Context: an optimization exercise on an open-source flow, tuned for small area, a short achievable clock period and few clock cycles per item. The choices shown serve that exercise and are no tape-out recipe. Function was not checked in any run shown here: the RTL went through the layout flow alone. Power and IR drop assume default switching activity.

==> flow/design.v (outline; a module is shown in full before it is edited, if it fits) <==
// module alu: 1731 lines
// module fa: 4 lines
// module ha: 4 lines
// module conv3x3: 66 lines
module conv3x3(
    input wire clk,
    input wire rst,
    input wire en,
    input wire [7:0] pixel1,
    input wire [7:0] pixel2,
    input wire [7:0] pixel3,
    input wire [7:0] pixel4,
    input wire [7:0] pixel5,
    input wire [7:0] pixel6,
    input wire [7:0] pixel7,
    input wire [7:0] pixel8,
    input wire [7:0] pixel9,
    input wire [7:0] filter1,
    input wire [7:0] filter2,
    input wire [7:0] filter3,
    input wire [7:0] filter4,
    input wire [7:0] filter5,
    input wire [7:0] filter6,
    input wire [7:0] filter7,
    input wire [7:0] filter8,
    input wire [7:0] filter9,
    output wire [31:0] result,
    output wire done
);
  // ...
==> flow/flow/run.sh <==
#!/bin/bash
set -o pipefail
bash standard.sh "BUFFER_PORTS_ARGS=-buffer_cell sky130_fd_sc_hd__buf_2" finish > standard_flow.log 2>&1
==> flow/standard.sh <==
#!/bin/bash
# synth_recipe.tcl (not shown) runs the flow's synth.tcl, then flattens the netlist and writes it again
# the make line also repeats each setting of config.mk as NAME=value (left out here)
make -C /OpenROAD-flow-scripts/flow DESIGN_CONFIG=/design/flow/config.mk WORK_HOME=/design/flow/orfs CLKGATE_MAP_FILE= SYNTH_SCRIPT=/design/flow/synth_recipe.tcl "${@:-finish}"
==> flow/config.mk <==
export PLATFORM = sky130hd
export DESIGN_NAME = conv3x3
export DESIGN_NICKNAME = conv3x3
export VERILOG_FILES = /design/flow/design.v
export SDC_FILE = /design/flow/constraint.sdc
export NUM_CORES = 4
export LEC_CHECK = 0
export CAP_MARGIN = 20
export CORE_MARGIN = 2
export CORE_UTILIZATION = 40
export SETUP_SLACK_MARGIN = 4
export SLEW_MARGIN = 20
export SYNTH_HIERARCHICAL = 1
==> flow/constraint.sdc <==
create_clock -name core_clock -period 10.0 [get_ports {clk}]
set_input_delay 2.0000 -clock core_clock [delete_from_list [all_inputs] [get_ports {clk}]]
set_output_delay 2.0000 -clock core_clock [all_outputs]
set_load 0.01 [all_outputs]
==> impl_metrics.ini, run 1 <==
[pwr]
comb_cell_power_mw = 6.39
p_int_mw = 3.32
seqPwrFrac_pct = 6.5
clock_power_share_pct = 2.7
report.power.total_mw = 7.04
power_leader = combinational cells

[drt]
maxUsedRoutingLayer = met4
ant_nets = 0
via_per_inst = 5.39

[critical_path]
cp-startpoint = filter4[7]
cp.arrival_ns = 5.99
required_ns = 10.18
cp-start-kind = input port
cpMostUsedCell = fa_1
path_buf_inv = 1
crit_chain = buf_2 > nand2_1 > fa_1 > fa_1 > fa_1 > fa_1 > fa_1 > fa_1 > fa_1
crit_family = adder cells

[placed_design]
dpl.cell_count = 2036
routabilityCongestion = 0.998

[grt]
globalRouteOverflowTotal = 0
grt_start_max_net_pins = 19
grt.met2_usage_pct = 43.4
use_met1_pct = 35.6
grtUsageMet3_pct = 4.82

[floorplan]
nWellTaps = 525
row_count = 73

[yosys]
synth_top_family_by_area = adder cells
yosys.area.top_type = fa_1
synth.distinct_cells = 29
yosys_warnings = 7
synthAdderAreaFrac_pct = 70.0
synth-edff-count = 0
synth_flop_cell = dfxtp_1

[timing]
hold_slack_ns = 1.50
hold_violations = 0
tns_ns = 0

[status]
outcome = no timing/DRC/antenna violations

[layout]
buf_share_pct = 5.02
fill_cells = 3900
num-multi-input-gates = 1215

[cts]
ctsHoldBuffers = 0
==> module conv3x3, before the edit <==
module conv3x3(
    input wire clk,
    input wire rst,
    input wire en,
    input wire [7:0] pixel1,
    input wire [7:0] pixel2,
    input wire [7:0] pixel3,
    input wire [7:0] pixel4,
    input wire [7:0] pixel5,
    input wire [7:0] pixel6,
    input wire [7:0] pixel7,
    input wire [7:0] pixel8,
    input wire [7:0] pixel9,
    input wire [7:0] filter1,
    input wire [7:0] filter2,
    input wire [7:0] filter3,
    input wire [7:0] filter4,
    input wire [7:0] filter5,
    input wire [7:0] filter6,
    input wire [7:0] filter7,
    input wire [7:0] filter8,
    input wire [7:0] filter9,
    output wire [31:0] result,
    output wire done
);
wire [48:0] cs;
reg [48:0] cs_reg;
reg done_reg;
alu alu1(
    .pixel1(pixel1),
    .pixel2(pixel2),
    .pixel3(pixel3),
    .pixel4(pixel4),
    .pixel5(pixel5),
    .pixel6(pixel6),
    .pixel7(pixel7),
    .pixel8(pixel8),
    .pixel9(pixel9),
    .filter1(filter1),
    .filter2(filter2),
    .filter3(filter3),
    .filter4(filter4),
    .filter5(filter5),
    .filter6(filter6),
    .filter7(filter7),
    .filter8(filter8),
    .filter9(filter9),
    .cs(cs)
);
always @ (posedge clk)
    cs_reg <= cs;
always @ (posedge clk or posedge rst) begin
    if (rst)
        done_reg <= 1'b0;
    else
        done_reg <= en;
end
wire [19:0] row0 = {1'b0, cs_reg[48], cs_reg[47], cs_reg[44], cs_reg[42], cs_reg[38], cs_reg[34], cs_reg[30], cs_reg[26], cs_reg[22], cs_reg[17], cs_reg[14], cs_reg[10], cs_reg[8], cs_reg[5], cs_reg[4], cs_reg[3], cs_reg[2], cs_reg[1], cs_reg[0]};
wire [19:0] row1 = {1'b0, 1'b1, 1'b0, cs_reg[45], cs_reg[43], cs_reg[39], cs_reg[35], cs_reg[31], cs_reg[27], cs_reg[23], cs_reg[18], cs_reg[15], cs_reg[11], cs_reg[9], cs_reg[6], 1'b0, 1'b0, 1'b0, 1'b0, 1'b0};
wire [19:0] row2 = {1'b0, 1'b0, 1'b0, cs_reg[46], 1'b0, cs_reg[40], cs_reg[36], cs_reg[32], cs_reg[28], cs_reg[24], cs_reg[19], cs_reg[16], cs_reg[12], 1'b0, cs_reg[7], 1'b0, 1'b0, 1'b0, 1'b0, 1'b0};
wire [19:0] row3 = {1'b0, 1'b0, 1'b0, 1'b0, 1'b0, cs_reg[41], cs_reg[37], cs_reg[33], cs_reg[29], cs_reg[25], cs_reg[20], 1'b0, cs_reg[13], 1'b0, 1'b0, 1'b0, 1'b0, 1'b0, 1'b0, 1'b0};
wire [19:0] row4 = {1'b0, 1'b0, 1'b0, 1'b0, 1'b0, 1'b0, 1'b0, 1'b0, 1'b0, 1'b0, cs_reg[21], 1'b0, 1'b0, 1'b0, 1'b0, 1'b0, 1'b0, 1'b0, 1'b0, 1'b0};
wire [19:0] sum = row0 + row1 + row2 + row3 + row4;
assign result = {12'd0, ~sum};
assign done = done_reg;
endmodule
==> inputs of run 2 (changes only) <==
--- a/flow/design.v
+++ b/flow/design.v
@@ -12,17 +12,17 @@
     input wire [7:0] filter2,
     input wire [7:0] filter3,
     input wire [7:0] filter4,
     input wire [7:0] filter5,
     input wire [7:0] filter6,
     input wire [7:0] filter7,
     input wire [7:0] filter8,
     input wire [7:0] filter9,
-    output wire [48:0] cs
+    output wire [49:0] cs
 );
 wire pp1_0_0 = ~(pixel1[0] & filter1[0]);
 wire pp1_0_1 = ~(pixel1[0] & filter1[1]);
 wire pp1_0_2 = ~(pixel1[0] & filter1[2]);
 wire pp1_0_3 = ~(pixel1[0] & filter1[3]);
 wire pp1_0_4 = ~(pixel1[0] & filter1[4]);
 wire pp1_0_5 = ~(pixel1[0] & filter1[5]);
 wire pp1_0_6 = ~(pixel1[0] & filter1[6]);
@@ -1666,24 +1666,29 @@
 wire as530, ac530;
 fa afa530 (.a(as528), .b(ac520), .c(ac521), .s(as530), .co(ac530));
 wire as531, ac531;
 fa afa531 (.a(as529), .b(ac522), .c(ac523), .s(as531), .co(ac531));
 wire as532, ac532;
 fa afa532 (.a(as530), .b(ac524), .c(as531), .s(as532), .co(ac532));
 wire as533, ac533;
 fa afa533 (.a(ac525), .b(ac526), .c(as532), .s(as533), .co(ac533));
+wire ahs0, ahc0;
+ha aha0 (.a(ac527), .b(as533), .s(ahs0), .co(ahc0));
 wire as534, ac534;
 assign as534 = ~(ac528 ^ ac529);
 assign ac534 = ac528 | ac529;
 wire as535, ac535;
 fa afa535 (.a(ac530), .b(as534), .c(ac531), .s(as535), .co(ac535));
 wire as536, ac536;
 assign as536 = ~(ac534 ^ ac535);
 assign ac536 = ac534 | ac535;
+wire ahs1, ahc1;
+assign ahs1 = ~ac536;
+assign ahc1 = ac536;
 assign cs[0] = as3;   
 assign cs[1] = as14;   
 assign cs[2] = as33;   
 assign cs[3] = as60;   
 assign cs[4] = as96;   
 assign cs[5] = as139;   
 assign cs[6] = as140;   
 assign cs[7] = ac96;   
@@ -1716,23 +1721,24 @@
 assign cs[34] = as512;   
 assign cs[35] = ac489;   
 assign cs[36] = ac490;   
 assign cs[37] = as513;   
 assign cs[38] = as526;   
 assign cs[39] = ac512;   
 assign cs[40] = as527;   
 assign cs[41] = ac513;   
-assign cs[42] = ac527;   
-assign cs[43] = as533;   
-assign cs[44] = ac532;   
-assign cs[45] = as535;   
-assign cs[46] = ac533;   
+assign cs[42] = ahs0;   
+assign cs[43] = ac532;   
+assign cs[44] = as535;   
+assign cs[45] = ac533;   
+assign cs[46] = ahc0;   
 assign cs[47] = as536;   
-assign cs[48] = ac536;   
+assign cs[48] = ahs1;   
+assign cs[49] = ahc1;   
 endmodule
 module fa (input wire a, input wire b, input wire c, output wire s, output wire co);
 assign s = a ^ b ^ c;
 assign co = (a & b) | (a & c) | (b & c);
 endmodule
 module ha (input wire a, input wire b, output wire s, output wire co);
 assign s = a ^ b;
 assign co = a & b;
@@ -1757,18 +1763,18 @@
     input wire [7:0] filter5,
     input wire [7:0] filter6,
     input wire [7:0] filter7,
     input wire [7:0] filter8,
     input wire [7:0] filter9,
     output wire [31:0] result,
     output wire done
 );
-wire [48:0] cs;
-reg [48:0] cs_reg;
+wire [49:0] cs;
+reg [49:0] cs_reg;
 reg done_reg;
 alu alu1(
     .pixel1(pixel1),
     .pixel2(pixel2),
     .pixel3(pixel3),
     .pixel4(pixel4),
     .pixel5(pixel5),
     .pixel6(pixel6),
@@ -1789,17 +1795,17 @@
 always @ (posedge clk)
     cs_reg <= cs;
 always @ (posedge clk or posedge rst) begin
     if (rst)
         done_reg <= 1'b0;
     else
         done_reg <= en;
 end
-wire [19:0] row0 = {1'b0, cs_reg[48], cs_reg[47], cs_reg[44], cs_reg[42], cs_reg[38], cs_reg[34], cs_reg[30], cs_reg[26], cs_reg[22], cs_reg[17], cs_reg[14], cs_reg[10], cs_reg[8], cs_reg[5], cs_reg[4], cs_reg[3], cs_reg[2], cs_reg[1], cs_reg[0]};
-wire [19:0] row1 = {1'b0, 1'b1, 1'b0, cs_reg[45], cs_reg[43], cs_reg[39], cs_reg[35], cs_reg[31], cs_reg[27], cs_reg[23], cs_reg[18], cs_reg[15], cs_reg[11], cs_reg[9], cs_reg[6], 1'b0, 1'b0, 1'b0, 1'b0, 1'b0};
-wire [19:0] row2 = {1'b0, 1'b0, 1'b0, cs_reg[46], 1'b0, cs_reg[40], cs_reg[36], cs_reg[32], cs_reg[28], cs_reg[24], cs_reg[19], cs_reg[16], cs_reg[12], 1'b0, cs_reg[7], 1'b0, 1'b0, 1'b0, 1'b0, 1'b0};
-wire [19:0] row3 = {1'b0, 1'b0, 1'b0, 1'b0, 1'b0, cs_reg[41], cs_reg[37], cs_reg[33], cs_reg[29], cs_reg[25], cs_reg[20], 1'b0, cs_reg[13], 1'b0, 1'b0, 1'b0, 1'b0, 1'b0, 1'b0, 1'b0};
+wire [19:0] row0 = {cs_reg[49], cs_reg[48], cs_reg[47], cs_reg[43], cs_reg[42], cs_reg[38], cs_reg[34], cs_reg[30], cs_reg[26], cs_reg[22], cs_reg[17], cs_reg[14], cs_reg[10], cs_reg[8], cs_reg[5], cs_reg[4], cs_reg[3], cs_reg[2], cs_reg[1], cs_reg[0]};
+wire [19:0] row1 = {1'b0, 1'b0, 1'b0, cs_reg[44], 1'b0, cs_reg[39], cs_reg[35], cs_reg[31], cs_reg[27], cs_reg[23], cs_reg[18], cs_reg[15], cs_reg[11], cs_reg[9], cs_reg[6], 1'b0, 1'b0, 1'b0, 1'b0, 1'b0};
+wire [19:0] row2 = {1'b0, 1'b0, 1'b0, cs_reg[45], 1'b0, cs_reg[40], cs_reg[36], cs_reg[32], cs_reg[28], cs_reg[24], cs_reg[19], cs_reg[16], cs_reg[12], 1'b0, cs_reg[7], 1'b0, 1'b0, 1'b0, 1'b0, 1'b0};
+wire [19:0] row3 = {1'b0, 1'b0, 1'b0, cs_reg[46], 1'b0, cs_reg[41], cs_reg[37], cs_reg[33], cs_reg[29], cs_reg[25], cs_reg[20], 1'b0, cs_reg[13], 1'b0, 1'b0, 1'b0, 1'b0, 1'b0, 1'b0, 1'b0};
 wire [19:0] row4 = {1'b0, 1'b0, 1'b0, 1'b0, 1'b0, 1'b0, 1'b0, 1'b0, 1'b0, 1'b0, cs_reg[21], 1'b0, 1'b0, 1'b0, 1'b0, 1'b0, 1'b0, 1'b0, 1'b0, 1'b0};
 wire [19:0] sum = row0 + row1 + row2 + row3 + row4;
 assign result = {12'd0, ~sum};
 assign done = done_reg;
 endmodule
==> run 2 against run 1 <==
  * Still clean on timing, DRC and antenna
  * Critical path type is now register to primary output
  * Non-clock buffer count fell by 1
  * Clock-buffer cell count is 1 higher
  * Critical endpoint is now result[18]
  * Global-route usage grew 0.39 points
  * Final cell count is 0.29% higher
==> impl_metrics.ini, run 2 <==
[status]
outcome = no timing/DRC/antenna violations

[critical_path]
cp-startpoint = cs_reg[19]
end_kind = primary output
cp.arrival_ns = 3.88
crit_end = result[18]
cp_max_fo = 3
cp-start-kind = register
crit_type = register to primary output
required_ns = 8.00

[placed_design]
place_area_mm2 = 0.0168
dp_slack_ns = 3.94
io_buffers = 167
routabilityCongestion = 0.976
dp_hpwl_um = 48500

[timing]
layout_setup_ws_ns = 4.12
setup_viol = 0
slew_viol_final = 0
rsz0062_at_grt = true
period_needed_ns = 5.88
fin_crit_sh_pct = 58.8
tns_ns = 0
hold_violations = 0
max_freq_ghz = 0.170

[yosys]
synth_area_mm2 = 0.0164
seq_area_frac_synth_pct = 6.27
netlist_instances = 1526
synth_flop_cell = dfxtp_1
yosysMostFrequentCell = nand2_1
synthTopCellsByArea = fa_1, nand2_1, dfxtp_1, buf_2, ha_1
yosysTopAreaCellShare_pct = 66.8
asyncSetResetFlopFracSynth_pct = 1.96
yosys.area.top_type = fa_1
synth.avg_cell_area_um2 = 10.7
ys_ff_latch = 51
synthTopCellsByCount = nand2_1, fa_1, buf_2
synth.distinct_cells = 29
synth-edff-count = 0
yosys_warnings = 7

[layout]
largest_register_ff_count = 50
fin_nets = 2252
final_core_util_pct = 41.9
diodes = 0
layout_commonest_cell = nand2_1
layout-drive-gt1-share_pct = 12.2
finish.instance_area_mm2 = 0.0170
syn_to_final_growth_pct = 3.99
final_cell_mix = nand2_1, fa_1, buf_2, inv_1, dfxtp_1

[drt]
first_pass_iters = 6
ant_nets = 0
wirelength_um = 52600
vias = 10900
drtIter0Drc = 1003
via_per_inst = 5.32
post-route-drc-count = 0
wl_per_cell_um = 25.6

[pwr]
peakVddDrop_mv = 0.536
power_density_mw_per_mm2 = 417
report.power.total_mw = 7.09
p_leak_nw = 6.28

[cts]
path_clk_slew_ns = 0.07
cts.sinks = 51
cts_tree = done
clockBufferDepth = 2
cts-root-buf = clkbuf_16
cts_buffers = 5
htreeDepth = 2

[grt]
gr-usage-all-layers_pct = 26.8
antenna_found_initial = 0
globalRouteOverflowTotal = 0
grt_pass1_wl_um = 80200
first_global_vias = 12500
grt_start_max_net_pins = 17

[floorplan]
dieArea_mm2 = 0.0425
die_y_um = 206
ioPinCount = 180
row_count = 74
initial_core_util_pct = 40.3
core-area_mm2 = 0.0406
die_x_um = 206

[worst_hold_path]
hold_class = input port to asynchronous set/reset pin

[run]
maxCapViolCount = 0
==> run 2: changes by cell type in the layout (fill, tap and decap cells not counted), sizes merged <==
| cell | change |
|---|---|
| clkinvlp | +1 |
| bufinv | +1 |
| dfxtp | +1 |
| buf | -1 |
| clkbuf | +1 |
| ha | +1 |
| inv | -6 |
| xnor2 | +1 |
==> run 2: where the power goes <==
| part | leakage, nW | switching (mW) | internal [mW] |
|---|---|---|---|
| clock network | 0.0771 | 0.0891 | 0.119 |
| registers | 0.432 | 0.0359 | 0.423 |
| logic | 5.77 | 3.60 | 2.82 |
==> run 2: worst max-delay path, cell delays in order, from the launching register on <==
cell       delay (ns)
dfxtp_2          0.32
inv_2            0.03
fa_1             0.49
fa_1             0.51
inv_2            0.04
fa_1             0.53
fa_2             0.45
a211oi_4         0.31
o21ai_4          0.12
a2111oi_2        0.30
or3_1            0.16
xor2_1           0.14
buf_2            0.15
==> run 2: layer usage <==
metal,share of wire (%),global-route usage [%],wire length (um)
met2,49,45.2,25600
met5,0,0,0
met4,4.1,8.57,2140
met1,39,35.9,20300
met3,8.7,3.72,4570
==> run 2: how the worst min path moves through the flow <==
| stage | from | to | slack (ns) | cells after the start |
|---|---|---|---|---|
| after floorplan | rst | done_reg | 1.73 | 1 |
| after global placement | rst | done_reg | 1.84 | 2 |
| after detailed placement | rst | done_reg | 1.84 | 2 |
| after CTS | rst | done_reg | 1.49 | 2 |
| after global routing | rst | done_reg | 1.50 | 2 |
| final | rst | done_reg | 1.50 | 2 |
==> run 2: metrics by stage <==
step	instances	hold slack, ns
final	2052	1.50
after global routing	2052	1.50
after CTS	2051	1.49
after detailed placement	2043	1.84
after global placement	2043	1.84
after floorplan	1537	1.73
==> run 2: logic make-up after synthesis <==
family	count (synthesis)	synth area share [%]
AO/OA/AOI/OAI	20	0.849
other	1	0.0229
XOR/XNOR	10	0.535
adder cells (fa/ha/maj)	586	69.9
flip-flops	51	6.27
AND/OR/NAND/NOR	589	13.8
buffers and inverters	269	8.60
==> run 2: what timing repair did <==
item,in CTS,in global routing
cloned,0,0
pin swaps,0,8
setup buffers,0,1
hold endpoints to repair,0,0
setup endpoints to repair,1,5
hold buffers,0,0
resized for setup,1,11
==> run 2: modules after synthesis (local to each module, per instance) <==
module / cells inside / cell area, um2 / flops+latches / times used
alu: 790 / 3450 / 0 / 1
ha: 1 / 12.5 / 0 / 1
fa: 1 / 20.0 / 0 / 527
conv3x3: 208 / 2340 / 51 / 1
==> run 2: cell type report <==
type                       instances  area, um2
clock buffer                       6        129
sequential                        51       1030
multi-input combinational       1217      14000
fill                            3927      23500
inverter                          76        285
timing repair buffer             168        843
clock inverter                     2       37.5
tap                              532        666

## port drivers added, routing unchanged
The results above use ideal ports. As a check the final layouts listed here were re-extracted and re-timed, cells and wires unchanged. Step 1 (the two cells are an assumption about what drives the block):
set clk [get_ports {clk}]
set_driving_cell -lib_cell sky130_fd_sc_hd__clkbuf_16 $clk
set_driving_cell -lib_cell sky130_fd_sc_hd__buf_2 [delete_from_list [all_inputs] $clk]
Step 2 moves the port delays by t, midway between the first and last clock arrival at a register: inputs arrive t later, outputs are due t later. That takes back most of the time a late clock gives input paths. Slacks: ideal ports / drivers / drivers and shift; pairs: ideal ports / drivers.
run | shift t [ns] | setup slack, ns | pins driven straight from the clock port
run 1 | 0.365 | 4.194 / 4.173 / 3.847 | 1
run 2 | 0.358 | 4.121 / 4.076 / 3.907 | 1
After both steps every run listed still meets setup and hold. For run 1, which loses most, drivers alone change the setup slack by -0.021 ns; drivers and shift together by -0.347 ns.
